Context: an optimization exercise on an open-source flow, tuned for small area, a short achievable clock period and few clock cycles. The choices shown serve that exercise and are no tape-out recipe.
Only simulation tests tie the RTL to the original design; equivalence was not proved.
Power and IR drop assume default switching activity.

==> flow/design.v <==
module demosaic(clk, reset, in_en, data_in, wr_r, addr_r, wdata_r, rdata_r, wr_g, addr_g, wdata_g, rdata_g, wr_b, addr_b, wdata_b, rdata_b, done);
input clk;
input reset;
input in_en;
input [7:0] data_in;
output reg wr_r;
output reg [13:0] addr_r;
output reg [7:0] wdata_r;
input [7:0] rdata_r;
output reg wr_g;
output reg [13:0] addr_g;
output reg [7:0] wdata_g;
input [7:0] rdata_g;
output reg wr_b;
output reg [13:0] addr_b;
output reg [7:0] wdata_b;
input [7:0] rdata_b;
output reg done;
reg        in_en_q;
reg [7:0]  din_q;
reg [13:0] lcnt;       
reg        ld_done;    
always @(posedge clk) din_q <= data_in;
always @(posedge clk or posedge reset) begin
    if (reset) begin
        in_en_q <= 1'b0;
        lcnt    <= 14'd0;
        ld_done <= 1'b0;
    end else begin
        in_en_q <= in_en;
        if (in_en_q) begin
            lcnt <= lcnt + 14'd1;
            if (&lcnt) ld_done <= 1'b1;
        end
    end
end
wire busy_g = in_en_q & ~(lcnt[7] ^ lcnt[0]);
wire busy_r = in_en_q & ~lcnt[7] &  lcnt[0];
wire busy_b = in_en_q &  lcnt[7] & ~lcnt[0];
reg  [5:0] g_yh;
reg  [6:0] g_x;        
reg  [6:0] g_s;        
reg        g_wait, g_fin;
reg  [1:0] g_roff;     
reg  [7:0] g_c0, g_c1, g_c2, g_c3;        
reg  [7:0] g_m10, g_m11, g_m12, g_m13;    
reg  [7:0] g_m20, g_m21, g_m22;           
reg  [8:0] g_s1, g_s2;
reg        g_ge;       
reg        g_rv;
reg  [1:0] g_ri;
wire g_go  = ~g_fin & ~g_wait & ~busy_g;
wire g_rd  = |g_s[3:0];
wire g_g6  = g_go & g_s[6];
wire g_rot = g_go & (g_s[3] | g_s[4] | g_s[5]);
wire g_wv  = g_go & ~g_rd & (g_x[6:1] != 6'd0);
wire ge    = ~g_x[0];
wire [6:0] g_xm = g_x - 7'd1;
wire [5:0] g_rrow = g_yh + {4'd0, g_roff};
wire [13:0] g_addr = {g_rrow, g_x[0], (g_rd ? g_x : g_xm)};
wire [9:0] g_sum = g_s1 + g_s2;
wire cap0 = g_rv & (g_ri == 2'd0);
wire cap1 = g_rv & (g_ri == 2'd1);
wire cap2 = g_rv & (g_ri == 2'd2);
wire cap3 = g_rv & (g_ri == 2'd3);
always @(posedge clk) begin
    g_ri <= {g_s[2] | g_s[3], g_s[1] | g_s[3]};
    if (g_rot)      g_c0 <= g_c1;
    else if (cap0)  g_c0 <= rdata_g;
    if (g_rot)      g_c1 <= cap2 ? rdata_g : g_c2;
    else if (cap1)  g_c1 <= rdata_g;
    if (g_rot)      g_c2 <= g_c0;
    else if (cap2)  g_c2 <= rdata_g;
    if (cap3)       g_c3 <= rdata_g;
    if (g_g6) g_ge <= g_x[0];
    if (g_g6) begin
        g_m10 <= g_c0;  g_m11 <= g_c1;  g_m12 <= g_c2;  g_m13 <= g_c3;
        g_m20 <= g_m11; g_m21 <= g_m12; g_m22 <= g_m13;
    end else if (g_rot) begin
        g_m10 <= g_m11; g_m11 <= g_m12; g_m12 <= g_m13; g_m13 <= g_m10;
        g_m20 <= g_m21; g_m21 <= g_m22; g_m22 <= g_m20;
    end
    if (g_rot) begin
        g_s1 <= g_c0 + g_m20;
        g_s2 <= g_m10 + (g_ge ? g_m11 : g_m13);
    end
end
always @(posedge clk or posedge reset) begin
    if (reset) begin
        g_yh   <= 6'd0;
        g_x    <= 7'd0;
        g_s    <= 7'd1;
        g_wait <= 1'b1;
        g_fin  <= 1'b0;
        g_rv   <= 1'b0;
        g_roff <= 2'd1;          
    end else begin
        g_rv <= g_go & g_rd;
        if (g_wait & (ld_done | (lcnt[13:7] >= {g_yh, 1'b1} + 7'd6)))    
            g_wait <= 1'b0;
        if (g_go) begin
            g_s <= {g_s[5:0], g_s[6]};
            if (g_s[6])
                g_roff <= {1'b0, g_x[0]};            
            else
                g_roff <= {g_s[1] | g_s[2] | g_s[5], g_s[0] | g_s[2] | g_s[4]}
                          + {1'b0, ge};
            if (g_s[6]) begin
                g_x  <= g_x + 7'd1;
                if (&g_x) begin
                    g_yh   <= g_yh + 6'd3;
                    g_wait <= 1'b1;
                    if (g_yh == 6'd60) g_fin <= 1'b1;
                end
            end
        end
    end
end
wire        r_wv, b_wv, r_fin, b_fin;
wire [13:0] r_addr, b_addr;
wire [7:0]  r_wdata, b_wdata;
demosaic_rb #(.P(1'b1)) u_r (
    .clk(clk), .reset(reset), .busy(busy_r), .ld_done(ld_done), .lrow(lcnt[13:7]),
    .rdata(rdata_r), .wv(r_wv), .addr(r_addr), .wdata(r_wdata), .fin(r_fin));
demosaic_rb #(.P(1'b0)) u_b (
    .clk(clk), .reset(reset), .busy(busy_b), .ld_done(ld_done), .lrow(lcnt[13:7]),
    .rdata(rdata_b), .wv(b_wv), .addr(b_addr), .wdata(b_wdata), .fin(b_fin));
always @(posedge clk) begin
    addr_g  <= busy_g ? lcnt  : g_addr;
    wdata_g <= busy_g ? din_q : g_sum[9:2];
    addr_r  <= busy_r ? lcnt  : r_addr;
    wdata_r <= busy_r ? din_q : r_wdata;
    addr_b  <= busy_b ? lcnt  : b_addr;
    wdata_b <= busy_b ? din_q : b_wdata;
end
always @(posedge clk or posedge reset) begin
    if (reset) begin
        wr_g <= 1'b0;
        wr_r <= 1'b0;
        wr_b <= 1'b0;
        done <= 1'b0;
    end else begin
        wr_g <= busy_g | g_wv;
        wr_r <= busy_r | r_wv;
        wr_b <= busy_b | b_wv;
        done <= ld_done & g_fin & r_fin & b_fin;
    end
end
endmodule
module demosaic_rb #(parameter P = 1'b1) (
    input             clk,
    input             reset,
    input             busy,
    input             ld_done,
    input      [6:0]  lrow,
    input      [7:0]  rdata,
    output            wv,
    output     [13:0] addr,
    output     [7:0]  wdata,
    output reg        fin
);
reg [5:0] ti;
reg [5:0] xi;
wire [5:0] ti1 = ti + 6'd1;
wire [5:0] xp  = xi - 6'd1;
reg       x64;         
reg [4:0] s;           
reg       wt;
reg [7:0] a, b, hp;
reg [8:0] vc, vp;
reg       rv, ri;
wire go = ~fin & ~wt & ~busy;
wire [7:0] hs = P ? b : a;
wire [6:0] row_m1 = P ? {ti, 1'b0}  : {ti, 1'b1};
wire [6:0] row_t  = P ? {ti, 1'b1}  : {ti1, 1'b0};
wire [6:0] row_p1 = P ? {ti1, 1'b0} : {ti1, 1'b1};
wire [6:0] row_h  = P ? row_p1 : row_m1;
wire [6:0] col_x  = {xi, P};
wire [6:0] col_x1 = P ? {xi, 1'b0} : {xp, 1'b1};
wire [6:0] col_x2 = P ? {xp, 1'b1} : {xp, 1'b0};
wire xi_lo = (xi == 6'd0) & ~x64;
wire hd_ok = ~xi_lo & ~x64;                                    
wire v_ok  = P ? hd_ok : (x64 | (xi[5:1] != 5'd0));           
reg [6:0] arow, acol;
reg       wok;
reg [7:0] wd;
wire [8:0] hsum = hp + hs;
wire [9:0] dsum = vp + vc;
always @(*) begin
    arow = ({7{s[0]}} & row_m1) | ({7{s[1]}} & row_p1) | ({7{s[2] | s[4]}} & row_t) | ({7{s[3]}} & row_h);
    acol = ({7{s[0] | s[1]}} & col_x) | ({7{s[2]}} & col_x2) | ({7{s[3] | s[4]}} & col_x1);
    wok  = (s[2] & v_ok) | ((s[3] | s[4]) & hd_ok);
    wd   = ({8{s[2]}} & vp[8:1]) | ({8{s[3]}} & hsum[8:1]) | ({8{s[4]}} & dsum[9:2]);
end
assign addr  = {arow, acol};
assign wdata = wd;
assign wv    = go & wok;
always @(posedge clk) begin
    ri <= s[1];
    if (rv) begin
        if (ri) b <= rdata;
        else    a <= rdata;
    end
    if (go & s[3]) vc <= a + b;
    if (go & s[4]) begin
        vp <= vc;
        hp <= hs;
    end
end
always @(posedge clk or posedge reset) begin
    if (reset) begin
        ti  <= 6'd0;
        xi  <= 6'd0;
        x64 <= 1'b0;
        s   <= 5'd1;
        wt  <= 1'b1;
        fin <= 1'b0;
        rv  <= 1'b0;
    end else begin
        rv <= go & (s[0] | s[1]);
        if (wt & (ld_done | ({1'b0, lrow[6:1]} >= {1'b0, ti} + 7'd2)))
            wt <= 1'b0;
        if (go) begin
            s <= {s[3:0], s[4]};
            if (s[4]) begin
                if (x64) begin
                    xi  <= 6'd0;
                    x64 <= 1'b0;
                    ti  <= ti1;
                    wt  <= 1'b1;
                    if (ti == 6'd62) fin <= 1'b1;
                end else begin
                    xi  <= xi + 6'd1;
                    x64 <= &xi;
                end
            end
        end
    end
end
endmodule
==> flow/run.sh <==
#!/bin/bash
# synth_recipe.tcl (not shown) runs the flow's synth.tcl, then flattens the netlist and writes it again
# the make line also repeats each setting of config.mk as NAME=value (left out here)
make -C /OpenROAD-flow-scripts/flow DESIGN_CONFIG=/design/flow/config.mk WORK_HOME=/design/flow/orfs CLKGATE_MAP_FILE= SYNTH_SCRIPT=/design/flow/synth_recipe.tcl finish
==> flow/config.mk <==
export PLATFORM = sky130hd
export DESIGN_NAME = demosaic
export DESIGN_NICKNAME = demosaic
export VERILOG_FILES = /design/flow/design.v
export SDC_FILE = /design/flow/constraint.sdc
export NUM_CORES = 4
export LEC_CHECK = 0
export ABC_AREA = 1
export CAP_MARGIN = 20
export CORE_MARGIN = 2
export CORE_UTILIZATION = 40
export CTS_BUF_LIST = sky130_fd_sc_hd__clkbuf_8
export CTS_CLUSTER_DIAMETER = 60
export CTS_CLUSTER_SIZE = 16
export SETUP_SLACK_MARGIN = 3.0
export SLEW_MARGIN = 20
export TNS_END_PERCENT = 10
==> flow/constraint.sdc <==
create_clock -name core_clock -period 5.0 [get_ports {clk}]
set_input_delay 1.0000 -clock core_clock [delete_from_list [all_inputs] [get_ports {clk}]]
set_output_delay 1.0000 -clock core_clock [all_outputs]
set_load 0.01 [all_outputs]
==> run notes, run 1 <==
The number of buffers created by CTS came out at 36. The net count of the finished layout is 2171. The number of instances on the worst hold path is 0. The clock network burns 34.9% of the power. The number of placed I/O pins came out at 105. The worst path arrival time is 1.19 ns.

After layout, the worst path uses 43.8% of the clock period. In the synthesized netlist the async set-or-reset flop fraction comes to 24.4%. Counting I/O delays and the setup requirement, the final critical path takes 2.19 ns. 0 antenna diodes ended up in the layout. The synthesized netlist net count came out at 2015.

The mapped netlist covers 0.0175 mm². The HPWL after detailed placement is 30800 µm. The worst slew slack as a fraction of its limit is 48.8%. Cells with a size suffix above 1 make up 10.8% of the layout.

The total negative slack for setup checks came out at 0 ns. The floorplan core area came out at 0.0432 mm². The later-pin clock latency in the skew report came out at 0.63 ns. The detail route stage leaves a number of antenna-violating nets equal to 0. The total routing usage reported by global routing came out at 18.8%.

The detailed-router iteration count before antenna repair is 5. In this run, the number of DRC markers left after iteration 0 of detailed routing was 876. The fraction of power consumed by combinational cells is 10.4%. The clock root buffer is clkbuf_8.

The number of storage elements in the synthesis netlist is 356. The master of the slowest instance on the critical path is dfxtp_1. Each instance of the synthesized netlist takes up on average 9.38 µm². The post-synthesis to final-layout area growth is 18.1%. The cell-internal power came out at 4.35 mW. The cell count of the worst reg-to-reg path is 10. The portion of the post-synthesis area used by sequential elements came out at 53.7%.

The total buffers and inverters traversed by the critical path came out at 1. In the layout the commonest cells are 420 x nand2_1, 222 x inv_1, 183 x edfxtp_1. The peak ir drop on the vdd network came out at 0.000145 V. The remaining global-route overflow came out at 0. Summing over every cut layer, the via total after detailed routing is 13240.

The number of logic stages on the critical path including buffering is 1. The number of buffers inserted for hold repair after clock tree synthesis is 0. Grouping stages by cell kind, the critical path spends the most delay in flip-flops. Net switching is 26.7% of the power. The initial utilization of the core area, before any placement, comes to 40.5%. The H-tree generated during clock tree synthesis spans 2 levels. The number of cells produced by synthesis came out at 1865.

The largest driver fanout on the critical path is 1. The buffer levels on the longest clock path came out at 3. The max-slew violation count came to 0. The sum of routed wire length over all layers came out at 43600 µm. Setup repair after global routing could not meet its margin everywhere. The final routed DRC violation total came out at 0. The hold violation count in the final report is 0. STA classifies the critical path startpoint as a register. The number of distinct library cell variants in the gate-level netlist after synthesis is 49.

The power per cell area is 287 mW/mm². Setup violations remaining at the end of the flow were counted as 0. The wire length of the first global-routing pass came out at 66200 µm. The slew of the pin with the lowest slew margin is 0.766 ns.

The horizontal die dimension is 213 µm. Max-cap violations in this run came to 0. The TritonCTS sink count came out at 356. The mean routed wirelength per cell is 16.6 µm.

The run finished with no timing, DRC or antenna violations. The switching power came out at 1.58 mW. The endpoint required time on the critical path came out at 4.00 ns. The count of port buffers added during placement is 104. The most common library cell in the layout ignoring fill and taps is nand2_1. The CTS clock-pin slew for the worst setup and hold paths came out at 0.10 ns.

The via count of the first global-routing pass was 12415. The final setup skew came out at 0.0357 ns. The synthesized design contains 183 enable-type register cells. The sequential power share came out at 54.8%. The initialized floorplan defines 76 standard-cell rows. The end-of-flow core utilization is 47.9%.

The final weighted congestion in routability-driven placement is 0.921. Entering global routing, the biggest net connects 65 pins. The leakage component of the power came out at 9.07 nW.

The full die area came out at 0.0454 mm². Timing would allow up to 457 MHz. The initial antenna violation count is 0. In this run the vertical extent of the chip is 213 µm.

The Yosys step of the flow raised 3 warnings. Using the TritonRoute via totals, the vias-per-cell ratio works out to 5.03. Walking the worst path, the cells encountered are clkdlybuf4s15_2. The worst hold path belongs to the class register to register. The critical path class is register to primary output.

The capturing element type of the critical path is a primary output. The largest single stage delay on the critical path is 0.34 ns. TritonCTS built the clock tree. Among all flip-flop cells after synthesis, the most frequent one is edfxtp_1.
layout make-up:
class	count	area [µm²]
Fill cell	4085	22500
Sequential cell	356	9420
Multi-Input combinational cell	1239	7280
Timing Repair Buffer	157	1510
Inverter	228	890
Tap cell	585	732
Clock buffer	39	537
Clock inverter	27	268
Timing Repair inverter	3	21.3
flip-flops by register name, indices dropped and copies added, names as in the netlist, 9 cells and up:
| signal | cells |
|---|---|
| u_b.vp | 9 |
| addr_b | 14 |
| u_r.vc | 9 |
| addr_r | 14 |
| u_b.vc | 9 |
| addr_g | 14 |
| g_s2 | 9 |
| g_s1 | 9 |
| lcnt | 14 |
| u_r.vp | 9 |
through the flow:
step	instance area [µm²]	setup slack, ns	hold WS, ns	cells	power [mW]
final	20700	2.81	0.467	2634	5.93
after global routing	20700	2.71	0.474	2634	6.17
after CTS	20200	2.77	0.467	2599	5.98
after detailed placement	19100	1.70	0.453	2514	3.93
after global placement	19100	1.85	0.445	2514	3.93
after floorplan	17500	2.93	0.389	1865	3.57
what timing repair did:
| item | in CTS | in global routing |
|---|---|---|
| gates resized for setup | 200 | 53 |
| pin swaps | 4 | 10 |
| endpoints found under the setup margin | 363 | 322 |
| cloned | 5 | 6 |
| setup buffers | 14 | 29 |
synth_stat cells (8+ instances only):
| cell type | number | share of area (%) |
|---|---|---|
| clkbuf_1 | 23 | 0.49 |
| a21oi_1 | 119 | 3.4 |
| a22oi_1 | 20 | 0.86 |
| nand2_1 | 425 | 9.1 |
| inv_1 | 223 | 4.8 |
| o21ai_0 | 169 | 4.8 |
| buf_2 | 17 | 0.49 |
| nor3_1 | 13 | 0.37 |
| nand4_1 | 29 | 1.0 |
| ha_1 | 108 | 7.7 |
| edfxtp_1 | 183 | 31 |
| mux2i_1 | 8 | 0.46 |
| dfrtp_1 | 80 | 11 |
| xnor2_1 | 14 | 0.70 |
| nand3_1 | 83 | 2.4 |
| nor2_1 | 109 | 2.3 |
| xor2_1 | 56 | 2.8 |
| dfxtp_1 | 86 | 9.8 |
power by group through the flow:
stage | clock network [mW] | logic (mW) | registers [mW]
final | 2.07 | 0.614 | 3.25
after global routing | 2.24 | 0.673 | 3.26
after CTS | 2.13 | 0.597 | 3.25
after detailed placement | 0 | 0.621 | 3.31
after global placement | 0 | 0.620 | 3.31
after floorplan | 0 | 0.237 | 3.34
metal layers:
metal / vias to the layer above / share of wire [%] / track usage, %
met3: 71 / 5.0 / 3.47
met1: 6267 / 45 / 25.1
li1: 6600 / - / -
met4: 0 / 3.2 / 7.61
met5: - / 0 / 0
met2: 302 / 47 / 30.2
cell families after synthesis:
kind of cell | Yosys count | synth area share, %
xor gates and xnor gates | 70 | 3.50
adders and majority gates | 115 | 8.52
muxes | 8 | 0.458
AOI/OAI and AO/OA | 354 | 11.1
buffers and inverters | 275 | 6.21
and+or+nand+nor | 687 | 16.5
DFF | 356 | 53.7
worst paths after layout:
path                                     startpoint                    end  slack [ns]
max in group asynchronous                     reset   u_b.s[0]$_DFFE_PP1P_        3.26
min in group asynchronous                     reset  u_r.xi[5]$_DFFE_PP0P_        0.83
worst min register to register  u_r.vc[6]$_DFFE_PP_    u_r.vp[6]$_DFFE_PP_        0.47
worst min-delay path            u_r.vc[6]$_DFFE_PP_    u_r.vp[6]$_DFFE_PP_        0.47
worst max register to register       g_ge$_DFFE_PP_      g_s2[6]$_DFFE_PP_        2.83
worst max-delay path              addr_b[8]$_DFF_P_              addr_b[8]        2.81
Testbench counts, summed over its fixed seeds: cycles 329,652.
==> run 2, diff against run 1 <==
--- a/flow/config.mk
+++ b/flow/config.mk
@@ -7,3 +7,2 @@
 export LEC_CHECK = 0
-export ABC_AREA = 1
 export CAP_MARGIN = 20
@@ -14,3 +13,3 @@
 export CTS_CLUSTER_SIZE = 16
-export SETUP_SLACK_MARGIN = 3.0
+export SETUP_SLACK_MARGIN = 3.15
 export SLEW_MARGIN = 20
==> run notes, run 2 <==
The initial antenna violation count was 0 (unchanged). The minimum period implied by the final worst setup slack is 2.23 ns (was 2.19 ns). The number of nets at the end of the flow is 1852 (was 2171). The via count was 11879 (was 13240).

The remaining global-route overflow is 0 (unchanged). Cell Chain, Critical Path: buf_2 (was clkdlybuf4s15_2). The leakage component of the power came out at 8.10 nW (was 9.07 nW). The final-layout worst hold slack came out at 0.469 ns (was 0.467 ns). The worst slack at placement came out at 1.96 ns (was 1.70 ns).

The power per cell area came out at 280 mW/mm² (was 287 mW/mm²). The post-route cell area is 0.0202 mm² (was 0.0207 mm²). The total negative slack for setup checks was 0 ns (unchanged). The post-synthesis to final-layout area growth came out at 18.9% (was 18.1%). The master of the slowest instance on the critical path is dfrtp_1 (was dfxtp_1). The capturing element type of the critical path is a primary output (unchanged). The number of cells produced by synthesis came out at 1569 (was 1865).

The count of port buffers added during placement is 104 (unchanged). The starting density of the core came to 40.5% (about the same). The most common library cell in the layout ignoring fill and taps is nand2_1 (unchanged). The met2 capacity usage during global routing is 29.4% (was 30.2%). The wire length of the first global-routing pass is 62500 µm (was 66200 µm). The peak per-stage delay on the critical path is 0.42 ns (was 0.34 ns). Unrepaired setup endpoints after global routing: yes (unchanged). The slew of the pin with the lowest slew margin came out at 1.02 ns (was 0.766 ns). The largest net degree at the start of global routing was 60 (was 65). The later-pin clock latency in the skew report was 0.66 ns (was 0.63 ns). The number of placed I/O pins is 105 (unchanged).

The number of logic stages on the critical path including buffering is 1 (unchanged). The critical path's top delay family is flip-flops (unchanged). The number of placed instances with taps included came out at 2151 (was 2514).

The most used flip-flop cell after synthesis is edfxtp_1 (unchanged). The share of layout cells above drive strength 1 is 16.6% (was 10.8%). Result of the run: timing/DRC/antenna clean (unchanged). The detailed-router iteration count before antenna repair is 5 (unchanged). The global-route met1 utilization came out at 24.7% (was 25.1%). The number of DRC markers in iteration 0 is 849 (was 876). The count of warnings emitted by yosys came to 3 (unchanged). The remaining antenna violation count is 0 (unchanged). The portion of the post-synthesis area used by sequential elements came to 55.4% (was 53.7%).

The buffer levels on the longest clock path came out at 3 (unchanged). The final weighted congestion in routability-driven placement is 0.859 (was 0.921). The mean routed wirelength per cell came out at 17.9 µm (was 16.6 µm).

The number of buffers created by CTS is 30 (was 36). The hold violation count in the final report came out at 0 (unchanged). The number of synthesized flops with an enable pin came out at 183 (unchanged).

The instance area after placement is 0.0185 mm² (was 0.0191 mm²). The number of storage elements in the synthesis netlist is 356 (unchanged). The floorplan core area is 0.0419 mm² (was 0.0432 mm²).

The final critical-path setup slack came out at 2.77 ns (was 2.81 ns). The flip-flop and latch area came out at 0.00943 mm² (was 0.00942 mm²). The per-cell via count in the routed design came to 5.24 (was 5.03). The TritonCTS sink count is 356 (unchanged). The non-filler instance count after layout came to 2265 (was 2634). The most congested layer reported by global routing was met2 (unchanged).

The sum of routed wire length over all layers was 40500 µm (was 43600 µm). The most common cell in the netlist was nand2_1 (unchanged). The fraction of registers with async set/reset came to 24.4% (unchanged). The end-of-flow core utilization is 48.2% (was 47.9%). The startpoint class of the critical path is a register (unchanged). The H-tree level count came to 1 (was 2).

Most numerous cell types in the synthesized netlist: 287 x nand2_1, 183 x edfxtp_1, 111 x nor2_1 (was 425 x nand2_1, 223 x inv_1, 183 x edfxtp_1). The library cell with the largest summed area after synthesis is edfxtp_1 (unchanged). The worst path arrival time is 1.23 ns (was 1.19 ns). The horizontal die dimension is 210 µm (was 213 µm).

The CTS clock-pin slew for the worst setup and hold paths is 0.10 ns (about the same). The via count of the first global-routing pass is 11463 (was 12415). The number of cell rows came to 75 (was 76). The clock root buffer is clkbuf_8 (unchanged). The number of inserted diodes is 0 (unchanged). The part of the cycle the worst path needs came out at 44.7% (was 43.8%). The final count of negative-setup-slack endpoints is 0 (unchanged). The peak ir drop on the vdd network came out at 0.000229 V (was 0.000145 V). Most frequent cells in the layout: 281 x nand2_1, 183 x edfxtp_1, 109 x nor2_1 (was 420 x nand2_1, 222 x inv_1, 183 x edfxtp_1). The number of buffers inserted for hold repair after clock tree synthesis is 0 (unchanged). The endpoint required time on the critical path came out at 4.00 ns (about the same). The total buffers and inverters traversed by the critical path is 1 (unchanged).

The synthesized netlist net count came to 1719 (was 2015). The largest driver fanout on the critical path was 1 (unchanged). The post-detailed-placement half-perimeter wirelength came to 27400 µm (was 30800 µm).

The critical path class is register to primary output (unchanged). The overall die height came out at 210 µm (was 213 µm). The count of max-cap constraint violations came to 0 (unchanged). The peak clock frequency supported by timing is 448 MHz (was 457 MHz). The clock tree from TritonCTS was yes (unchanged). The number of instances on the worst hold path is 0 (unchanged). The final setup skew came to 0.0380 ns (was 0.0357 ns). The post-layout total power is 5.64 mW (was 5.93 mW).

The full die area came out at 0.0441 mm² (was 0.0454 mm²). The filler cell count in the final layout is 3850 (was 4085). The total routing usage reported by global routing was 17.8% (was 18.8%). The fraction of post-synthesis cell area in the top cell type by area came to 32.4% (was 31.4%). The max-slew violation count is 0 (unchanged).

The worst slew slack as a fraction of its limit is 31.7% (was 48.8%). The final routed DRC violation total came out at 0 (unchanged). The number of distinct library cell variants in the gate-level netlist after synthesis came out at 65 (was 49). The met3 routing resource usage after global routing is 2.33% (was 3.47%). The cell count of the worst reg-to-reg path is 11 (was 10). The synthesized area per cell was 10.8 µm² (was 9.38 µm²). Synth area leaders: edfxtp_1 32%, dfrtp_1 12%, dfxtp_1 10% (was edfxtp_1 31%, dfrtp_1 11%, dfxtp_1 9.8%). The class of the most critical hold timing path is register to register (unchanged).

The area used by multi-input combinational logic came out at 0.00753 mm² (was 0.00728 mm²). The area of the mapped netlist came out at 0.0170 mm² (was 0.0175 mm²).
## run 2: cell types whose count changed in the layout (fill, tap and decap cells not counted), moves of 17 or more
cell             delta
a21o_1             +21
a21oi_1            -46
a22oi_1            -19
clkdlybuf4s15_1    -19
inv_1             -164
mux2_2             +31
nand2_1           -139
nand3_1            -60
nand4_1            -18
nor3_1             +19
o21ai_0            -89
xnor2_1            +57
xor2_1             -17
## run 2: worst reg2reg max path: stages, from the launching register on
cell	delay [ns]
edfxtp_1	0.39
buf_6	0.15
mux2_4	0.31
ha_4	0.16
inv_2	0.06
fa_2	0.22
inv_2	0.03
a21o_1	0.15
a21oi_2	0.14
o21bai_1	0.09
a21oi_2	0.16
xnor2_1	0.09
## run 2: path summary, 6_finish.rpt
check,from,to,slack (ns)
max in group asynchronous,reset,lcnt[0]$_DFFE_PP0P_,3.61
hold reg to reg,u_r.vc[2]$_DFFE_PP_,u_r.vp[2]$_DFFE_PP_,0.47
hold / removal,u_r.vc[2]$_DFFE_PP_,u_r.vp[2]$_DFFE_PP_,0.47
setup / recovery,wr_r$_DFF_PP0_,wr_r,2.77
setup reg to reg,g_ge$_DFFE_PP_,g_s2[6]$_DFFE_PP_,2.79
min in group asynchronous,reset,lcnt[10]$_DFFE_PP0P_,0.86
## run 2: layer usage
layer  wire [µm]  up-vias  part of all wire (%)
li1            -     5778                     -
met1       18300     5776                    45
met2       19300      259                    48
met3        1920       66                   4.7
met4         960        0                   2.4
met5           0        -                     0
## run 2: cells by family after synthesis
family | after synthesis | share of synthesized area, %
adder cells (fa/ha/maj) | 115 | 8.80
multiplexers | 45 | 2.89
AO/OA/AOI/OAI | 281 | 10.2
buffers and inverters | 122 | 2.80
XOR/XNOR | 111 | 5.73
flip-flops | 356 | 55.4
AND/OR/NAND/NOR | 539 | 14.1
## run 2: final cells by class
cell class	count	share of cell area, %
clock buffer	35	2.39
tap	539	3.34
timing repair buffer	168	8.22
sequential	356	46.8
clock inverter	21	0.757
timing repair inverter	2	0.0745
inverter	53	1.10
multi-input combinational	1091	37.3
## run 2: repair_timing
item / 4_1_cts / 5_1_grt
resized for setup: 199 / 114
pin swaps: 8 / 52
gates cloned: 3 / 2
endpoints found under the setup margin: 399 / 373
buffers inserted: 30 / 23
## run 2: report_power, final
part | switching [mW] | total, mW | internal [mW]
logic | 0.296 | 0.578 | 0.282
clock network | 1.04 | 1.75 | 0.717
registers | 0.124 | 3.31 | 3.18
==> run 3, diff against run 2 <==
--- a/flow/config.mk
+++ b/flow/config.mk
@@ -13,3 +13,3 @@
 export CTS_CLUSTER_SIZE = 16
-export SETUP_SLACK_MARGIN = 3.15
+export SETUP_SLACK_MARGIN = 3.0
 export SLEW_MARGIN = 20
==> run notes, run 3 <==
Result of the run: timing/DRC/antenna clean (unchanged). The count of max-cap constraint violations is 0 (unchanged). The final count of negative-setup-slack endpoints is 0 (unchanged).

The clock root buffer is clkbuf_8 (unchanged). The part of the cycle the worst path needs came out at 44.5% (was 44.7%). The final weighted congestion in routability-driven placement is 0.859 (unchanged).

The worst slew slack as a fraction of its limit came out at 31.8% (was 31.7%). The minimum period implied by the final worst setup slack came out at 2.23 ns (about the same). The synthesized area per cell came out at 10.8 µm² (unchanged). The largest net degree at the start of global routing is 60 (unchanged). The number of buffers created by CTS was 30 (unchanged). Most frequent cells in the layout: 281 x nand2_1, 183 x edfxtp_1, 110 x nor2_1 (was 281 x nand2_1, 183 x edfxtp_1, 109 x nor2_1). The startpoint class of the critical path is a register (unchanged). The number of cell rows is 75 (unchanged). The max-slew violation count came to 0 (unchanged). The wire length of the first global-routing pass is 61900 µm (was 62500 µm). The worst path arrival time is 1.23 ns (about the same).

The number of storage elements in the synthesis netlist was 356 (unchanged). The class of the most critical hold timing path was register to register (unchanged). The floorplan core area came out at 0.0419 mm² (unchanged). The full die area came out at 0.0441 mm² (unchanged). The hold violation count in the final report is 0 (unchanged). The number of placed I/O pins is 105 (unchanged).

The later-pin clock latency in the skew report is 0.66 ns (about the same). The total routing usage reported by global routing is 17.7% (was 17.8%). The CTS clock-pin slew for the worst setup and hold paths is 0.10 ns (about the same). The non-filler instance count after layout is 2261 (was 2265). The post-detailed-placement half-perimeter wirelength is 27400 µm (unchanged).

The most common library cell in the layout ignoring fill and taps is nand2_1 (unchanged). The number of DRC markers in iteration 0 was 814 (was 849). Unrepaired setup endpoints after global routing: yes (unchanged).

The master of the slowest instance on the critical path is dfxtp_1 (was dfrtp_1). The number of distinct library cell variants in the gate-level netlist after synthesis came out at 65 (unchanged). The register-to-register setup slack is 2.79 ns (about the same). The final critical-path setup slack came out at 2.77 ns (about the same). The TritonCTS sink count came out at 356 (unchanged). The power per cell area is 279 mW/mm² (was 280 mW/mm²). The clock tree from TritonCTS is yes (unchanged). The number of placed instances with taps included came out at 2151 (unchanged). The count of warnings emitted by yosys is 3 (unchanged).

The number of nets at the end of the flow is 1848 (was 1852). Most numerous cell types in the synthesized netlist: 287 x nand2_1, 183 x edfxtp_1, 111 x nor2_1 (unchanged). The count of port buffers added during placement came out at 104 (unchanged).

The instance area after placement came out at 0.0185 mm² (unchanged). The post-synthesis to final-layout area growth is 18.4% (was 18.9%). The remaining global-route overflow came out at 0 (unchanged). The detailed-router iteration count before antenna repair is 5 (unchanged). The peak ir drop on the vdd network is 0.000229 V (about the same). The horizontal die dimension is 210 µm (unchanged). The most common cell in the netlist is nand2_1 (unchanged). The number of synthesized flops with an enable pin came out at 183 (unchanged). The post-route cell area came out at 0.0201 mm² (was 0.0202 mm²). The endpoint required time on the critical path came out at 4.00 ns (about the same). The final setup skew came out at 0.0409 ns (was 0.0380 ns). The fraction of registers with async set/reset is 24.4% (unchanged). The capturing element type of the critical path is a primary output (unchanged). The fraction of post-synthesis cell area in the top cell type by area is 32.4% (unchanged). The share of layout cells above drive strength 1 was 15.8% (was 16.6%).

The critical path class is register to primary output (unchanged). The total buffers and inverters traversed by the critical path is 1 (unchanged). The number of inserted diodes was 0 (unchanged).

The peak clock frequency supported by timing was 449 MHz (was 448 MHz). The starting density of the core came out at 40.5% (unchanged). The via count is 11858 (was 11879). The largest driver fanout on the critical path is 1 (unchanged). The remaining antenna violation count is 0 (unchanged).

The buffer levels on the longest clock path is 3 (unchanged). The number of cells produced by synthesis is 1569 (unchanged). Cell Chain, Critical Path: dlygate4sd2_1 (was buf_2). The H-tree level count is 1 (unchanged). The via count of the first global-routing pass came out at 11316 (was 11463). The portion of the post-synthesis area used by sequential elements came to 55.4% (unchanged). The synthesized netlist net count is 1719 (unchanged). The mean routed wirelength per cell was 17.8 µm (was 17.9 µm). The cell count of the worst reg-to-reg path is 11 (unchanged). The peak per-stage delay on the critical path is 0.31 ns (was 0.42 ns). The slew of the pin with the lowest slew margin is 1.02 ns (about the same). The number of instances on the worst hold path came out at 0 (unchanged). The number of buffers inserted for hold repair after clock tree synthesis came out at 0 (unchanged). The library cell with the largest summed area after synthesis was edfxtp_1 (unchanged). The sum of routed wire length over all layers is 40300 µm (was 40500 µm). The most used flip-flop cell after synthesis was edfxtp_1 (unchanged). Synth area leaders: edfxtp_1 32%, dfrtp_1 12%, dfxtp_1 10% (unchanged).

The per-cell via count in the routed design is 5.24 (about the same). The number of logic stages on the critical path including buffering is 1 (unchanged). The area of the mapped netlist is 0.0170 mm² (unchanged). The leakage component of the power is 8.07 nW (was 8.10 nW).

The initial antenna violation count came out at 0 (unchanged). The total negative slack for setup checks was 0 ns (unchanged). The worst slack at placement came out at 1.96 ns (unchanged). The overall die height is 210 µm (unchanged). The critical path's top delay family is flip-flops (unchanged). The final routed DRC violation total is 0 (unchanged).
[run 3: final timing paths]
| path | start | end |
|---|---|---|
| worst max-delay path | addr_r[9]$_DFF_P_ | addr_r[9] |
| worst min-delay path | u_r.vc[2]$_DFFE_PP_ | u_r.vp[2]$_DFFE_PP_ |
| worst max register to register | g_ge$_DFFE_PP_ | g_s2[6]$_DFFE_PP_ |
| worst min register to register | u_r.vc[2]$_DFFE_PP_ | u_r.vp[2]$_DFFE_PP_ |
| max in group asynchronous | reset | lcnt[0]$_DFFE_PP0P_ |
| min in group asynchronous | reset | lcnt[10]$_DFFE_PP0P_ |
[run 3: timing repair]
item,in CTS,in global routing
resized for setup,187,95
gates cloned,2,3
setup buffers,17,32
pin swaps,7,50
setup endpoints to repair,365,315
[run 3: cell type report]
class / count / area [µm²]
timing repair buffer: 164 / 1590
clock buffer: 35 / 482
inverter: 53 / 223
fill: 3849 / 21800
clock inverter: 21 / 153
multi-input combinational: 1092 / 7520
tap: 539 / 674
timing repair inverter: 1 / 7.51
sequential: 356 / 9430
[run 3: where the power goes]
group	switching [mW]	internal (mW)	leakage, nW
logic	0.284	0.255	4.38
clock network	1.03	0.717	0.371
registers	0.121	3.18	3.32
total	1.44	4.16	8.07
[run 3: layer usage]
| layer | GRT usage, % | routed length [µm] | up-vias |
|---|---|---|---|
| met4 | 5.31 | 998 | 0 |
| met2 | 29.0 | 19000 | 283 |
| met3 | 2.24 | 1930 | 59 |
| met1 | 24.6 | 18400 | 5739 |
| met5 | 0 | 0 | - |
| li1 | - | - | 5777 |
[run 3: metrics by stage]
stage | power (mW) | hold slack [ns] | utilization [%]
global placement | 3.91 | 0.447 | 44.3
floorplan | 3.58 | 0.345 | -
CTS | 5.65 | 0.468 | 46.5
global route | 5.83 | 0.485 | 48.0
finish | 5.60 | 0.469 | 48.0
detailed placement | 3.92 | 0.445 | 44.3
[run 3: logic make-up (layout without fill, tap and decap cells)]
| group | after synthesis | after routing | synth area share [%] |
|---|---|---|---|
| fa+ha+maj | 115 | 115 | 8.80 |
| simple gates | 539 | 540 | 14.1 |
| flops | 356 | 356 | 55.4 |
| mux | 45 | 45 | 2.89 |
| compound gates | 281 | 281 | 10.2 |
| buf+inv | 122 | 274 | 2.80 |
| xor+xnor | 111 | 111 | 5.73 |
==> run 4, diff against run 3 <==
--- a/flow/config.mk
+++ b/flow/config.mk
@@ -9,3 +9,3 @@
 export CORE_MARGIN = 2
-export CORE_UTILIZATION = 40
+export CORE_UTILIZATION = 60
 export CTS_BUF_LIST = sky130_fd_sc_hd__clkbuf_8
@@ -13,2 +13,3 @@
 export CTS_CLUSTER_SIZE = 16
+export PLACE_DENSITY = 0.75
 export SETUP_SLACK_MARGIN = 3.0
==> run notes, run 4 <==
The synthesized area per cell came out at 10.8 µm² (unchanged). The number of instances on the worst hold path is 0 (unchanged). The critical path class was register to register (was register to primary output). The overall die height is 172 µm (was 210 µm). The remaining antenna violation count is 0 (unchanged). The capturing element type of the critical path is a register (was primary output). The fraction of post-synthesis cell area in the top cell type by area is 32.4% (unchanged). The endpoint of the most critical setup path is g_s2[8]$_DFFE_PP_ (was addr_r[9]). The endpoint required time on the critical path came out at 5.36 ns (was 4.00 ns). The number of DRC markers in iteration 0 was 1204 (was 814). The start point of the worst hold path was u_b.vc[3]$_DFFE_PP_ (was u_r.vc[2]$_DFFE_PP_). The peak per-stage delay on the critical path came out at 0.41 ns (was 0.31 ns).

The total negative slack for setup checks is 0 ns (unchanged). The fraction of power consumed by combinational cells is 9.6% (about the same). The final routed DRC violation total came out at 0 (unchanged). The final weighted congestion in routability-driven placement is 0.911 (was 0.859). The power per cell area is 279 mW/mm² (about the same). The start point of the critical path is g_ge$_DFFE_PP_ (was addr_r[9]$_DFF_P_). The mean routed wirelength per cell is 18.3 µm (was 17.8 µm). The number of buffers created by CTS came out at 29 (was 30). The peak clock frequency supported by timing is 436 MHz (was 449 MHz).

The net switching fraction of the power is 25.2% (was 25.7%). The worst path arrival time came out at 2.65 ns (was 1.23 ns). The startpoint of the lowest-slack register-to-register path was g_ge$_DFFE_PP_ (unchanged). The portion of total power attributed to the clock network came out at 30.0% (was 31.3%). The remaining global-route overflow came out at 0 (unchanged).

The CTS clock-pin slew for the worst setup and hold paths is 0.10 ns (about the same). Most numerous cell types in the synthesized netlist: 287 x nand2_1, 183 x edfxtp_1, 111 x nor2_1 (unchanged). The startpoint class of the critical path is a register (unchanged).

The total routing usage reported by global routing is 25.5% (was 17.7%). The detailed-router iteration count before antenna repair is 6 (was 5). The total buffers and inverters traversed by the critical path came to 3 (was 1).

The worst slack at placement is 1.69 ns (was 1.96 ns). The sequential power share is 60.4% (was 59.1%). Synth area leaders: edfxtp_1 32%, dfrtp_1 12%, dfxtp_1 10% (unchanged).

The later-pin clock latency in the skew report was 0.61 ns (was 0.66 ns). The initial antenna violation count came out at 0 (unchanged). The class of the most critical hold timing path is register to register (unchanged). The critical path's top delay family is compound AO/OA/AOI/OAI gates (was flip-flops). The peak ir drop on the vdd network came out at 0.000215 V (was 0.000229 V). The full die area came out at 0.0296 mm² (was 0.0441 mm²). The post-synthesis to final-layout area growth is 15.6% (was 18.4%). The per-cell via count in the routed design was 5.78 (was 5.24).

The number of distinct library cell variants in the gate-level netlist after synthesis came out at 65 (unchanged). The TritonCTS sink count came out at 356 (unchanged). Most frequent cells in the layout: 282 x nand2_1, 183 x edfxtp_1, 110 x nor2_1 (was 281 x nand2_1, 183 x edfxtp_1, 110 x nor2_1). The H-tree level count came out at 1 (unchanged).

The final setup skew is 0.0266 ns (was 0.0409 ns). The clock root buffer was clkbuf_8 (unchanged). The most used flip-flop cell after synthesis is edfxtp_1 (unchanged). The most common cell in the netlist is nand2_1 (unchanged). The register-to-register setup slack came to 2.71 ns (was 2.79 ns). The library cell with the largest summed area after synthesis was edfxtp_1 (unchanged). The part of the cycle the worst path needs came out at 45.9% (was 44.5%). The wire length of the first global-routing pass was 59100 µm (was 61900 µm). The horizontal die dimension is 172 µm (was 210 µm). The leakage component of the power is 8.00 nW (was 8.07 nW).

The sum of routed wire length over all layers came out at 38100 µm (was 40300 µm). The number of logic stages on the critical path including buffering is 11 (was 1). The cell count of the worst reg-to-reg path came to 11 (unchanged). Result of the run: timing/DRC/antenna clean (unchanged). The number of storage elements in the synthesis netlist came out at 356 (unchanged). The number of placed I/O pins is 105 (unchanged). The number of cells produced by synthesis was 1569 (unchanged). The max-slew violation count is 0 (unchanged).

The clock tree from TritonCTS is yes (unchanged). Unrepaired setup endpoints after global routing: yes (unchanged). The non-filler instance count after layout came out at 2079 (was 2261). The number of inserted diodes came out at 0 (unchanged). The master of the slowest instance on the critical path is edfxtp_1 (was dfxtp_1).

The number of placed instances with taps included came to 1989 (was 2151). The buffer levels on the longest clock path is 3 (unchanged). The count of port buffers added during placement came out at 104 (unchanged). The post-detailed-placement half-perimeter wirelength is 25600 µm (was 27400 µm).

Cell Chain, Critical Path: buf_6 > mux2_4 > ha_4 > inv_2 > fa_2 > inv_2 > a21o_1 > a21oi_2 > o21bai_1 > a21oi_2 > o21ai_1 (was dlygate4sd2_1). The via count of the first global-routing pass came out at 11408 (was 11316). The fraction of registers with async set/reset was 24.4% (unchanged).

The portion of the post-synthesis area used by sequential elements came out at 55.4% (unchanged). The final count of negative-setup-slack endpoints was 0 (unchanged). The number of synthesized flops with an enable pin came to 183 (unchanged). The number of buffers inserted for hold repair after clock tree synthesis came out at 0 (unchanged). The minimum period implied by the final worst setup slack came out at 2.29 ns (was 2.23 ns). The count of warnings emitted by yosys is 3 (unchanged). The worst slew slack as a fraction of its limit is 38.8% (was 31.8%). The count of max-cap constraint violations came out at 0 (unchanged). The final critical-path setup slack came out at 2.71 ns (was 2.77 ns). The switching power came out at 1.38 mW (was 1.44 mW). The number of nets at the end of the flow is 1829 (was 1848). The most common library cell in the layout ignoring fill and taps is nand2_1 (unchanged). The number of cell rows came out at 61 (was 75). The floorplan core area came to 0.0278 mm² (was 0.0419 mm²). The share of layout cells above drive strength 1 came to 14.2% (was 15.8%). The slew of the pin with the lowest slew margin is 0.911 ns (was 1.02 ns).

The via count is 12015 (was 11858). The starting density of the core was 61.0% (was 40.5%). The synthesized netlist net count is 1719 (unchanged). The hold violation count in the final report came out at 0 (unchanged).

The end of the worst register-to-register path is g_s2[8]$_DFFE_PP_ (was g_s2[6]$_DFFE_PP_). The largest net degree at the start of global routing came out at 62 (was 60). The area of the mapped netlist is 0.0170 mm² (unchanged).

The cell-internal power came out at 4.10 mW (was 4.16 mW). The largest driver fanout on the critical path came to 5 (was 1).
==> run 4: cell counts after synthesis <==
Identical to the previous run, type by type.
==> run 4: cell type report <==
cell class,count,area [µm²]
tap,378,473
multi-input combinational,1093,7590
inverter,53,223
fill,2066,8190
timing repair buffer,144,1290
clock inverter,24,179
sequential,356,9420
clock buffer,29,399
timing repair inverter,2,16.3
==> run 4: routing by layer <==
layer / wire (µm) / track usage, % / vias to the layer above / part of all wire [%]
li1: - / - / 5740 / -
met1: 16200 / 34.7 / 5770 / 43
met2: 18200 / 41.7 / 425 / 48
met3: 2530 / 4.21 / 80 / 6.7
met4: 1100 / 8.70 / 0 / 2.9
met5: 0 / 0 / - / 0
==> run 4: through the flow <==
stage | power, mW | utilization (%) | hold WS (ns) | cell area, µm²
global route | 5.69 | 70.5 | 0.471 | 19600
global placement | 3.89 | 65.9 | 0.444 | 18300
finish | 5.48 | 70.5 | 0.465 | 19600
CTS | 5.48 | 68.7 | 0.467 | 19100
detailed placement | 3.90 | 65.9 | 0.445 | 18300
floorplan | 3.58 | - | 0.345 | 17100
==> run 4: power groups by stage <==
stage | registers (mW) | clock network [mW] | logic (mW)
floorplan | 3.34 | 0 | 0.237
global placement | 3.37 | 0 | 0.520
detailed placement | 3.37 | 0 | 0.531
CTS | 3.30 | 1.67 | 0.515
global route | 3.32 | 1.79 | 0.582
finish | 3.31 | 1.64 | 0.528
==> run 4: cells by family after synthesis <==
logic type / share of synthesized area, %
flip-flops: 55.4
adder cells (fa/ha/maj): 8.80
multiplexers: 2.89
AND/OR/NAND/NOR: 14.1
XOR/XNOR: 5.73
AO/OA/AOI/OAI: 10.2
buffers and inverters: 2.80
==> run 4: how the worst min path moves through the flow <==
stage	to	slack, ns
final	u_b.vp[3]$_DFFE_PP_	0.47
after global routing	u_b.vp[3]$_DFFE_PP_	0.47
after CTS	u_b.vp[3]$_DFFE_PP_	0.47
after detailed placement	u_b.vp[3]$_DFFE_PP_	0.44
after global placement	u_r.vp[1]$_DFFE_PP_	0.44
after floorplan	u_r.ri$_DFF_P_	0.35
==> run 4: timing repair <==
item,CTS,global route
setup endpoints to repair,368,310
gates cloned,4,0
pin swaps,6,65
resized for setup,97,136
buffers inserted,17,16
==> run 5, diff against run 4 <==
--- a/flow/config.mk
+++ b/flow/config.mk
@@ -9,3 +9,3 @@
 export CORE_MARGIN = 2
-export CORE_UTILIZATION = 60
+export CORE_UTILIZATION = 40
 export CTS_BUF_LIST = sky130_fd_sc_hd__clkbuf_8
@@ -13,3 +13,4 @@
 export CTS_CLUSTER_SIZE = 16
-export PLACE_DENSITY = 0.75
+export GPL_ROUTABILITY_DRIVEN = 0
+export GPL_TIMING_DRIVEN = 0
 export SETUP_SLACK_MARGIN = 3.0
==> run notes, run 5 <==
Result of the run: timing/DRC/antenna clean (unchanged). The total buffers and inverters traversed by the critical path is 3 (unchanged). The number of inserted diodes came out at 0 (unchanged). The cell count of the worst reg-to-reg path is 11 (unchanged). The final setup skew was 0.0576 ns (was 0.0266 ns). The peak clock frequency supported by timing is 437 MHz (was 436 MHz).

The sum of routed wire length over all layers is 42300 µm (was 38100 µm). The area used by multi-input combinational logic came out at 0.00756 mm² (was 0.00759 mm²). The portion of netlist area occupied by mux cells came out at 2.89% (unchanged). The area of the mapped netlist came out at 0.0170 mm² (unchanged). The remaining global-route overflow is 0 (unchanged). The peak per-stage delay on the critical path is 0.41 ns (about the same). The number of buffers inserted for hold repair after clock tree synthesis was 0 (unchanged).

The horizontal die dimension is 210 µm (was 172 µm). The leakage component of the power is 8.22 nW (was 8.00 nW). The post-synthesis to final-layout area growth is 19.7% (was 15.6%).

The master of the slowest instance on the critical path was edfxtp_1 (unchanged). The total routing usage reported by global routing came out at 19.2% (was 25.5%). The count of max-cap constraint violations is 0 (unchanged). The total negative slack for setup checks is 0 ns (unchanged). The minimum period implied by the final worst setup slack was 2.29 ns (about the same).

The xor and xnor fraction of the mapped netlist area came out at 5.73% (unchanged). The fraction of post-synthesis cell area in the top cell type by area is 32.4% (unchanged). Most numerous cell types in the synthesized netlist: 287 x nand2_1, 183 x edfxtp_1, 111 x nor2_1 (unchanged). The dominant combinational cell family by area after synthesis is simple AND/OR/NAND/NOR gates (unchanged). The buffer levels on the longest clock path came to 3 (unchanged).

The later-pin clock latency in the skew report came to 0.63 ns (was 0.61 ns). The number of DRC markers in iteration 0 came out at 705 (was 1204). The number of storage elements in the synthesis netlist is 356 (unchanged). The peak ir drop on the vdd network is 0.000201 V (was 0.000215 V).

The part of the cycle the worst path needs is 45.8% (was 45.9%). The hold violation count in the final report is 0 (unchanged). The class of the most critical hold timing path is register to register (unchanged). The largest driver fanout on the critical path is 4 (was 5).

The flip-flop and latch area came out at 0.00942 mm² (about the same). The count of port buffers added during placement came out at 104 (unchanged). The non-filler instance count after layout came out at 2305 (was 2079). The critical path class is register to register (unchanged). Cell Chain, Critical Path: buf_8 > mux2_4 > ha_4 > inv_2 > fa_2 > inv_2 > a21o_1 > a21oi_2 > o21bai_1 > a21oi_2 > o21ai_1 (was buf_6 > mux2_4 > ha_4 > inv_2 > fa_2 > inv_2 > a21o_1 > a21oi_2 > o21bai_1 > a21oi_2 > o21ai_1).

The number of buffers created by CTS came to 34 (was 29). The CTS clock-pin slew for the worst setup and hold paths is 0.10 ns (about the same). The most common cell in the netlist is nand2_1 (unchanged). The worst slack at placement came out at 2.21 ns (was 1.69 ns). The critical path's top delay family is compound AO/OA/AOI/OAI gates (unchanged). The number of placed I/O pins came out at 105 (unchanged). The final critical-path setup slack came out at 2.71 ns (about the same). The final-layout worst hold slack is 0.409 ns (was 0.465 ns).

The capturing element type of the critical path is a register (unchanged). The portion of the post-synthesis area used by sequential elements came out at 55.4% (unchanged). The number of placed instances with taps included is 2216 (was 1989). The overall die height is 210 µm (was 172 µm). Synth area leaders: edfxtp_1 32%, dfrtp_1 12%, dfxtp_1 10% (unchanged). The H-tree level count came out at 2 (was 1).

The worst path arrival time came to 2.65 ns (about the same). The power per cell area is 289 mW/mm² (was 279 mW/mm²). The number of nets at the end of the flow came out at 1890 (was 1829). The initial antenna violation count came out at 0 (unchanged). The TritonCTS sink count is 356 (unchanged).

The via count came out at 12039 (was 12015). The register-to-register setup slack is 2.71 ns (about the same). The library cell with the largest summed area after synthesis is edfxtp_1 (unchanged). The post-route cell area is 0.0203 mm² (was 0.0196 mm²).

The number of cell rows came to 75 (was 61). Most frequent cells in the layout: 283 x nand2_1, 183 x edfxtp_1, 110 x nor2_1 (was 282 x nand2_1, 183 x edfxtp_1, 110 x nor2_1). The most common library cell in the layout ignoring fill and taps was nand2_1 (unchanged).

The wire length of the first global-routing pass came out at 65300 µm (was 59100 µm). The most used flip-flop cell after synthesis was edfxtp_1 (unchanged). The synthesized netlist net count came to 1719 (unchanged). The floorplan core area came to 0.0419 mm² (was 0.0278 mm²). The via count of the first global-routing pass is 11680 (was 11408).

The synthesized area per cell is 10.8 µm² (unchanged). Unrepaired setup endpoints after global routing: yes (unchanged). The worst slew slack as a fraction of its limit came to 33.1% (was 38.8%). The starting density of the core came out at 40.5% (was 61.0%). The clock tree from TritonCTS is yes (unchanged).

The full die area is 0.0441 mm² (was 0.0296 mm²). The instance area after placement came out at 0.0189 mm² (was 0.0183 mm²). The number of logic stages on the critical path including buffering was 11 (unchanged). The per-cell via count in the routed design was 5.22 (was 5.78). The post-detailed-placement half-perimeter wirelength came out at 30100 µm (was 25600 µm).

The adder-cell share of the synthesized area is 8.80% (unchanged). The remaining antenna violation count is 0 (unchanged). The detailed-router iteration count before antenna repair is 5 (was 6). The number of cells produced by synthesis came to 1569 (unchanged). The count of warnings emitted by yosys is 3 (unchanged). The largest net degree at the start of global routing came out at 32 (was 62).

The slew of the pin with the lowest slew margin is 0.996 ns (was 0.911 ns). The endpoint required time on the critical path came out at 5.36 ns (about the same). The mean routed wirelength per cell was 18.3 µm (about the same).

The compound-cell area share of the yosys netlist came out at 10.2% (unchanged). The share of layout cells above drive strength 1 came out at 14.0% (was 14.2%). The number of distinct library cell variants in the gate-level netlist after synthesis was 65 (unchanged). The number of instances on the worst hold path is 0 (unchanged). The filler cell count in the final layout is 3834 (was 2066). The startpoint class of the critical path is a register (unchanged).

The max-slew violation count came out at 0 (unchanged). The clock root buffer is clkbuf_8 (unchanged). The synthesized-area fraction occupied by and/or/nand/nor cells came out at 14.1% (unchanged). The fraction of registers with async set/reset came to 24.4% (unchanged). The number of synthesized flops with an enable pin is 183 (unchanged). The final routed DRC violation total came out at 0 (unchanged). The final count of negative-setup-slack endpoints came out at 0 (unchanged).
## run 5: cell counts after synthesis
Identical to the previous run, type by type.
## run 5: final cells by class
class / instances / area share [%]
Inverter: 53 / 1.06
Clock inverter: 23 / 1.10
Buffer: 69 / 1.95
Sequential cell: 356 / 46.4
Timing Repair Buffer: 133 / 6.22
Clock buffer: 39 / 2.65
Timing Repair inverter: 1 / 0.0247
Multi-Input combinational cell: 1092 / 37.3
Tap cell: 539 / 3.32
## run 5: final timing paths
| kind | to | startpoint |
|---|---|---|
| max | g_s2[8]$_DFFE_PP_ | g_ge$_DFFE_PP_ |
| min | u_r.ri$_DFF_P_ | u_r.s[1]$_DFFE_PP0P_ |
| max reg2reg | g_s2[8]$_DFFE_PP_ | g_ge$_DFFE_PP_ |
| min reg2reg | u_r.ri$_DFF_P_ | u_r.s[1]$_DFFE_PP0P_ |
| max in group asynchronous | u_r.s[0]$_DFFE_PP1P_ | reset |
| min in group asynchronous | g_yh[3]$_DFFE_PP0P_ | reset |
## run 5: per-stage QoR
stage               total power [mW]  utilization (%)
global placement                3.95             44.9
detailed placement              3.96             45.1
CTS                             5.93             47.2
finish                          5.86             48.5
floorplan                       3.58                -
global route                    6.10             48.5
## run 5: cell families after synthesis
family / after synthesis
XOR/XNOR: 111
flip-flops: 356
AND/OR/NAND/NOR: 539
multiplexers: 45
buffers and inverters: 122
adder cells (fa/ha/maj): 115
AO/OA/AOI/OAI: 281
## run 5: report_power, final
| part | switching, mW | internal (mW) | total, mW |
|---|---|---|---|
| Sequential | 0.106 | 3.18 | 3.29 |
| Combinational | 0.323 | 0.253 | 0.576 |
| Clock | 1.09 | 0.907 | 2.00 |
## run 5: timing repair
action	in CTS	in global routing
gates cloned	2	0
setup endpoints to repair	375	382
setup buffers	7	18
gates resized for setup	137	113
pin swaps	11	40
## run 5: metal layers
metal / track usage (%) / vias up / wire length [µm]
li1: - / 5881 / -
met1: 25.4 / 5817 / 18800
met4: 7.04 / 0 / 1360
met5: 0 / - / 0
met3: 3.38 / 66 / 2080
met2: 31.5 / 275 / 20100
==> run 6, diff against run 5 <==
==> flow/flow/run.sh (new file) <==
#!/bin/bash
# Standard layout, with the port buffers made of sky130_fd_sc_hd__buf_2 cells
# instead of the delay cells buffer_ports picks by itself.
set -euo pipefail
export BUFFER_PORTS_ARGS="-buffer_cell sky130_fd_sc_hd__buf_2"
bash standard.sh > standard.log 2>&1
==> flow/standard.sh (new file) <==
#!/bin/bash
# synth_recipe.tcl (not shown) runs the flow's synth.tcl, then flattens the netlist and writes it again
# the make line also repeats each setting of config.mk as NAME=value (left out here)
make -C /OpenROAD-flow-scripts/flow DESIGN_CONFIG=/design/flow/config.mk WORK_HOME=/design/flow/orfs CLKGATE_MAP_FILE= SYNTH_SCRIPT=/design/flow/synth_recipe.tcl "${@:-finish}"
--- a/flow/config.mk
+++ b/flow/config.mk
@@ -13,4 +13,2 @@
 export CTS_CLUSTER_SIZE = 16
-export GPL_ROUTABILITY_DRIVEN = 0
-export GPL_TIMING_DRIVEN = 0
 export SETUP_SLACK_MARGIN = 3.0
removed: flow/run.sh
==> run notes, run 6 <==
Result of the run: timing/DRC/antenna clean (unchanged). The minimum period implied by the final worst setup slack is 2.30 ns (was 2.29 ns). The final weighted congestion in routability-driven placement is 0.879. The total negative slack for setup checks was 0 ns (unchanged). The remaining global-route overflow is 0 (unchanged).

The largest net degree at the start of global routing came to 61 (was 32). The number of inserted diodes is 0 (unchanged). The detailed-router iteration count before antenna repair is 5 (unchanged). The filler cell count in the final layout is 3814 (was 3834). The number of cell rows was 75 (unchanged). The per-cell via count in the routed design came out at 5.23 (was 5.22).

The peak ir drop on the vdd network came out at 0.000216 V (was 0.000201 V). The power per cell area is 276 mW/mm² (was 289 mW/mm²). The portion of netlist area occupied by mux cells is 2.89% (unchanged). The part of the cycle the worst path needs came out at 46.0% (was 45.8%). The number of DRC markers in iteration 0 was 733 (was 705). The number of placed I/O pins came to 105 (unchanged). The max-slew violation count came out at 0 (unchanged).

The xor and xnor fraction of the mapped netlist area came out at 5.73% (unchanged). The master of the slowest instance on the critical path is edfxtp_1 (unchanged). The mean routed wirelength per cell is 18.2 µm (was 18.3 µm). The full die area came to 0.0441 mm² (unchanged).

The H-tree level count was 1 (was 2). The number of buffers created by CTS is 31 (was 34). The most numerous cell on the critical path is a21oi_2. The count of max-cap constraint violations is 0 (unchanged). The later-pin clock latency in the skew report is 0.66 ns (was 0.63 ns). The CTS clock-pin slew for the worst setup and hold paths is 0.10 ns (about the same). The critical path class is register to register (unchanged). The end of the worst register-to-register path is g_s2[6]$_DFFE_PP_ (was g_s2[8]$_DFFE_PP_). The instance area after placement is 0.0180 mm² (was 0.0189 mm²). The floorplan core area came out at 0.0419 mm² (unchanged). The hold violation count in the final report came to 0 (unchanged). The detailed-routed wire length on met2 is 19800 µm (was 20100 µm). The dominant combinational cell family by area after synthesis is simple AND/OR/NAND/NOR gates (unchanged). The clock root buffer was clkbuf_8 (unchanged). The synthesized area per cell came to 10.8 µm² (unchanged).

The share of layout cells above drive strength 1 came to 22.9% (was 14.0%). The post-detailed-placement half-perimeter wirelength came to 27600 µm (was 30100 µm). The area of the mapped netlist is 0.0170 mm² (unchanged). Most frequent cells in the layout: 280 x nand2_1, 183 x edfxtp_1, 107 x nor2_1 (was 283 x nand2_1, 183 x edfxtp_1, 110 x nor2_1). The initial antenna violation count came out at 0 (unchanged).

The via count is 11989 (was 12039). The post-layout total power is 5.57 mW (was 5.86 mW). The remaining antenna violation count was 0 (unchanged). The final setup skew came to 0.0373 ns (was 0.0576 ns). The clock tree from TritonCTS was yes (unchanged). The top layer reached by signal wires is met4 (unchanged). Most numerous cell types in the synthesized netlist: 287 x nand2_1, 183 x edfxtp_1, 111 x nor2_1 (unchanged). The leakage component of the power came out at 8.24 nW (was 8.22 nW). The wire length of the first global-routing pass came to 64000 µm (was 65300 µm). The count of port buffers added during placement came out at 104 (unchanged). The routed length on met1 came to 19000 µm (was 18800 µm). The largest driver fanout on the critical path came to 4 (unchanged). The register-to-register setup slack is 2.70 ns (was 2.71 ns). The sum of routed wire length over all layers came out at 41800 µm (was 42300 µm).

The most common cell in the netlist is nand2_1 (unchanged). The horizontal die dimension came out at 210 µm (unchanged). The synthesized-area fraction occupied by and/or/nand/nor cells was 14.1% (unchanged). The end-of-flow core utilization is 48.2% (was 48.5%). The post-synthesis to final-layout area growth came to 19.0% (was 19.7%). The slew of the pin with the lowest slew margin came out at 0.998 ns (was 0.996 ns). Unrepaired setup endpoints after global routing: yes (unchanged). The number of cells produced by synthesis came out at 1569 (unchanged). The adder-cell share of the synthesized area is 8.80% (unchanged). The library cell with the largest summed area after synthesis was edfxtp_1 (unchanged). The cell count of the worst reg-to-reg path came to 10 (was 11). Cell Chain, Critical Path: buf_12 > mux2i_4 > buf_4 > fa_2 > inv_2 > a21o_1 > a21oi_2 > o21bai_1 > a21oi_2 > xnor2_1 (was buf_8 > mux2_4 > ha_4 > inv_2 > fa_2 > inv_2 > a21o_1 > a21oi_2 > o21bai_1 > a21oi_2 > o21ai_1).

The capturing element type of the critical path is a register (unchanged). The compound-cell area share of the yosys netlist came out at 10.2% (unchanged). The fraction of post-synthesis cell area in the top cell type by area is 32.4% (unchanged).

The worst slew slack as a fraction of its limit is 33.0% (was 33.1%). The number of distinct library cell variants in the gate-level netlist after synthesis is 65 (unchanged). Synth area leaders: edfxtp_1 32%, dfrtp_1 12%, dfxtp_1 10% (unchanged). The overall die height is 210 µm (unchanged). The via count of the first global-routing pass is 11601 (was 11680). The peak per-stage delay on the critical path is 0.54 ns (was 0.41 ns). The final routed DRC violation total came out at 0 (unchanged). The class of the most critical hold timing path was primary input to asynchronous set/reset pin (was register to register). The total routing usage reported by global routing came to 18.3% (was 19.2%). The worst path arrival time came out at 2.70 ns (was 2.65 ns). The synthesized netlist net count came out at 1719 (unchanged).

The number of buffers inserted for hold repair after clock tree synthesis is 0 (unchanged). The buffer levels on the longest clock path came out at 3 (unchanged). The fraction of registers with async set/reset came out at 24.4% (unchanged). The most common library cell in the layout ignoring fill and taps is nand2_1 (unchanged). The number of nets at the end of the flow is 1881 (was 1890).

The count of warnings emitted by yosys came to 3 (unchanged). The startpoint of the lowest-slack register-to-register path is g_ge$_DFFE_PP_ (unchanged). The TritonCTS sink count came out at 356 (unchanged). The non-filler instance count after layout is 2294 (was 2305). The number of placed instances with taps included came out at 2152 (was 2216).

The peak clock frequency supported by timing was 435 MHz (was 437 MHz). The post-route cell area is 0.0202 mm² (was 0.0203 mm²). The most used flip-flop cell after synthesis is edfxtp_1 (unchanged). The number of storage elements in the synthesis netlist came out at 356 (unchanged). The final count of negative-setup-slack endpoints is 0 (unchanged). The number of synthesized flops with an enable pin is 183 (unchanged). The endpoint required time on the critical path is 5.40 ns (was 5.36 ns).

The starting density of the core came out at 40.5% (unchanged). The startpoint class of the critical path was a register (unchanged). The met3 wire length came out at 1850 µm (was 2080 µm). The portion of the post-synthesis area used by sequential elements was 55.4% (unchanged).
run 6: worst max-delay path by stage:
stage,from,to,slack (ns),cells past startpoint
finish,g_ge$_DFFE_PP_,g_s2[6]$_DFFE_PP_,2.70,10
floorplan,g_ge$_DFFE_PP_,g_s2[6]$_DFFE_PP_,2.86,11
CTS,g_ge$_DFFE_PP_,g_s2[6]$_DFFE_PP_,2.71,10
detailed placement,in_en_q$_DFF_PP0_,u_b.ti[5]$_DFFE_PP0P_,1.99,7
global route,g_ge$_DFFE_PP_,g_s2[6]$_DFFE_PP_,2.64,10
global placement,in_en_q$_DFF_PP0_,u_b.ti[5]$_DFFE_PP0P_,2.08,7
run 6: power breakdown:
part / switching (mW) / total, mW / internal [mW]
logic: 0.317 / 0.573 / 0.257
clock network: 1.05 / 1.71 / 0.659
registers: 0.113 / 3.29 / 3.18
run 6: critical path, delay by kind of cell, from the launching register on:
family / cells / cell delay (ns)
multiplexers: 1 / 0.17
adder cells (fa/ha/maj): 1 / 0.35
AO/OA/AOI/OAI: 4 / 0.45
XOR/XNOR: 1 / 0.14
buffers and inverters: 3 / 0.39
flip-flops: 1 / 0.54
run 6: layout make-up:
type / instances / area (µm²) / area share, %
Clock buffer: 34 / 468 / 2.32
Clock inverter: 23 / 148 / 0.732
Inverter: 53 / 219 / 1.08
Multi-Input combinational cell: 1092 / 7760 / 38.4
Sequential cell: 356 / 9410 / 46.6
Tap cell: 539 / 674 / 3.34
Timing Repair Buffer: 196 / 1500 / 7.45
Timing Repair inverter: 1 / 7.51 / 0.0372
run 6: metrics by stage:
step	hold slack (ns)	setup slack, ns
6_report	0.347	2.70
2_1_floorplan	0.345	2.86
4_1_cts	0.312	2.71
5_1_grt	0.346	2.64
3_5_place_dp	0.448	1.99
3_3_place_gp	0.443	2.08
run 6: metal layers:
layer  up-vias  global-route usage (%)
met4         0                    5.77
met2       269                    30.6
met1      5816                    24.8
li1       5845                       -
met3        59                    2.45
met5         -                       0
run 6: cells by family (layout without fill, tap and decap cells):
family / after synthesis / in the layout
XOR/XNOR: 111 / 111
AND/OR/NAND/NOR: 539 / 540
adder cells (fa/ha/maj): 115 / 115
buffers and inverters: 122 / 307
multiplexers: 45 / 45
AO/OA/AOI/OAI: 281 / 281
flip-flops: 356 / 356
run 6: timing repair:
action                     in CTS  in global routing
resized for setup              53                106
setup endpoints to repair     363                308
buffers inserted               28                 48
gates cloned                    6                  3
pin swaps                      10                 67

[separate check: timing with driven ports]
No port has a modelled driver above. Below, the same layouts with a new extraction and two added sets of constraints.
Step 1 sets driving cells, clkbuf_16 on the clock port and buf_2 on the other inputs (assumed; they add their load-dependent delay and slew).
Step 2 also shifts input and output timing later by t, the mid clock arrival at the registers, as if the neighbouring blocks saw the same clock.
a / b / c = ideal / step 1 / step 2; a / b = the first two.
| run | t (ns) | setup WS [ns] | worst hold slack (ns) |
|---|---|---|---|
| run 1 | 0.665 | 2.810 / 2.756 / 2.620 | 0.467 / 0.467 / 0.467 |
| run 2 | 0.691 | 2.766 / 2.714 / 2.792 | 0.469 / 0.469 / 0.469 |
| run 3 | 0.690 | 2.774 / 2.721 / 2.792 | 0.469 / 0.469 / 0.469 |
| run 4 | 0.639 | 2.706 / 2.706 / 2.630 | 0.465 / 0.465 / 0.465 |
| run 5 | 0.647 | 2.712 / 2.688 / 2.712 | 0.409 / 0.409 / 0.409 |
| run 6 | 0.690 | 2.702 / 2.702 / 2.702 | 0.347 / 0.319 / 0.475 |
After both steps setup and hold are still met in every run listed. The setup slack of run 1, which loses most, moves by -0.054 ns with the drivers and by -0.190 ns with both steps. The worst setup slack also covers recovery checks on asynchronous resets.
